Context: an optimization exercise on an open-source flow, tuned for small area. The choices shown serve that exercise and are no tape-out recipe.
The RTL was checked by simulation tests, not by an equivalence proof against the original design.
No activity file was given, so power comes from the tool's default toggle rates.

==> flow/design.v (excerpt) <==
module ccm(
	input			clk,
	input			reset_n,
	input	[8:0]	i_ccm_1m1,	 
	input	[8:0]	i_ccm_1m2,
	input	[8:0]	i_ccm_1m3,
	input	[8:0]	i_ccm_2m1,
	input	[8:0]	i_ccm_2m2,
	input	[8:0]	i_ccm_2m3,
	input	[8:0]	i_ccm_3m1,
	input	[8:0]	i_ccm_3m2,
	input	[8:0]	i_ccm_3m3,
	input	[2:0]	i_video_syn,
	input	[23:0]	i_data,
	output	[2:0]	o_video_sync,
	output	[23:0]	o_data
);
Size: roughly 140 I/O pins.
export LEC_CHECK = 0
export CAP_MARGIN = 20
export CELL_PAD_IN_SITES_DETAIL_PLACEMENT = 1
export CORE_MARGIN = 2
export CORE_UTILIZATION = 40
export GPL_TIMING_DRIVEN = 0
export SLEW_MARGIN = 20
export SYNTH_HIERARCHICAL = 1
export SYNTH_MINIMUM_KEEP_SIZE = 0
create_clock -name core_clock -period 7.0 [get_ports {clk}]
standard.sh (not shown) runs the stock make flow with config.mk's settings and CLKGATE_MAP_FILE= SYNTH_SCRIPT=/design/flow/synth_recipe.tcl, a recipe that flattens the netlist after the stock synthesis.
==> flow/flow/run.sh <==
#!/bin/bash
# The standard layout (the standard.sh: ORFS with the standard synthesis),
# with two changes to how the layout is made:
#  - buffer_ports puts the smallest buffer, sky130_fd_sc_hd__buf_1, on every
#    input and output port;
#  - clock tree synthesis uses sky130_fd_sc_hd__clkbuf_8 and adds no dummy
#    loads.
# make's full output goes to flow_make.log; ORFS keeps each step's log under orfs/logs.
set -euo pipefail
bash standard.sh \
  BUFFER_PORTS_ARGS="-buffer_cell sky130_fd_sc_hd__buf_1" \
  CTS_ARGS="-sink_clustering_enable -repair_clock_nets -buf_list sky130_fd_sc_hd__clkbuf_8 -dont_use_dummy_load" \
  finish > flow_make.log 2>&1
The baseline finished with timing, DRC and antenna clean.
==> next run, changes <==
--- a/flow/config.mk
+++ b/flow/config.mk
@@ -11,3 +11,2 @@
 export CORE_UTILIZATION = 40
-export GPL_TIMING_DRIVEN = 0
 export SLEW_MARGIN = 20
Outcome:
- The new run completed with no timing, DRC or antenna violations
- count of clock-buffer cells in the layout is unchanged
- register-to-register slack is worse by 390 ps
- global-route usage came out lower by 0.19 points
- first-iteration DRC count goes down by 7.5%
- cell count goes down by 1.2%
- clock power falls by 4.6%
- maximum frequency increases by 5.7%
- power fell by 21%

---

== the reference run ==
ccm, a different RTL version from the one above (not shown whole).
Size: ~1300 cells after synthesis, ~16000 µm² of cells after synthesis.
clock: 7.0 ns
lec_check: 0
cap_margin: 20
cell_pad_in_sites_detail_placement: 1
core_margin: 2
core_utilization: 55
slew_margin: 20
synth_hierarchical: 1
synth_minimum_keep_size: 0
Scripts as last shown in full above: flow/flow/run.sh
### the reference run -> the trial run
Settings: swapping 55 for 40 in CORE_UTILIZATION.
--- a/flow/flow/run.sh
+++ b/flow/flow/run.sh
@@ -5,3 +5,3 @@
 #    input and output port;
-#  - clock tree synthesis uses sky130_fd_sc_hd__clkbuf_8 and adds no dummy
+#  - clock tree synthesis uses sky130_fd_sc_hd__clkbuf_8, clusters of up to 25 sinks, and adds no dummy
 #    loads.
@@ -11,3 +11,3 @@
   BUFFER_PORTS_ARGS="-buffer_cell sky130_fd_sc_hd__buf_1" \
-  CTS_ARGS="-sink_clustering_enable -repair_clock_nets -buf_list sky130_fd_sc_hd__clkbuf_8 -dont_use_dummy_load" \
+  CTS_ARGS="-sink_clustering_enable -repair_clock_nets -buf_list sky130_fd_sc_hd__clkbuf_8 -dont_use_dummy_load -sink_clustering_size 25" \
   finish > flow_make.log 2>&1
## What came out
- Relative to the reference run, share of the clock period used by the worst path decreased by 4.5 points in the trial run.
- Total power: the trial run below the reference run
- Diff the reference run -> the trial run: initial antenna violation count has increased; full die area went up by 37%; leakage power figure went up about 0.6%; post-layout instance count excluding filler cells shows an increase of about 8%.
- Global-route usage: lower on the trial run
- Compared with the reference run, the trial run shows a final weighted congestion in routability-driven placement that is about 1.1% lower.
- Lower global-route met2 utilization was reported by the trial run, not the reference run.

-- afterwards: timing with drivers on the ports --
In the flow no input, the clock included, has a driving cell. The finished layouts below were timed again as built, in two steps.
Step 1 (the two cells are an assumption about what drives the block):
set clk [get_ports {clk}]
set_driving_cell -lib_cell sky130_fd_sc_hd__clkbuf_16 $clk
set_driving_cell -lib_cell sky130_fd_sc_hd__buf_2 [delete_from_list [all_inputs] $clk]
Step 2 adds t to the input delays and takes it off the output delays; t is the mean of the earliest and latest rising clock arrival at the registers after step 1. Input paths then give back, and output paths get back, about the clock's delay inside the block.
Three values: no drivers, after step 1, after step 2; two values: the first two.
run | shift t [ns] | setup slack, ns | hold WS [ns] | latest minus earliest clock arrival (ns)
the first run of note 1 | 0.568 | 0.327 / 0.348 / -0.220 | 0.316 / 0.316 / 0.316 | 0.034 / 0.034
the second run of note 1 | 0.560 | 0.686 / 0.714 / 0.153 | 0.305 / 0.305 / 0.305 | 0.047 / 0.047
the reference run | 0.530 | 0.507 / 0.535 / 0.005 | 0.308 / 0.308 / 0.308 | 0.038 / 0.038
the trial run | 0.559 | 0.819 / 0.836 / 0.277 | 0.311 / 0.311 / 0.311 | 0.042 / 0.043
Met with ideal ports but missed after step 2: setup timing in the first run of note 1. The setup slack of the first run of note 1, which loses most, moves by +0.021 ns with the drivers and by -0.547 ns with both steps.
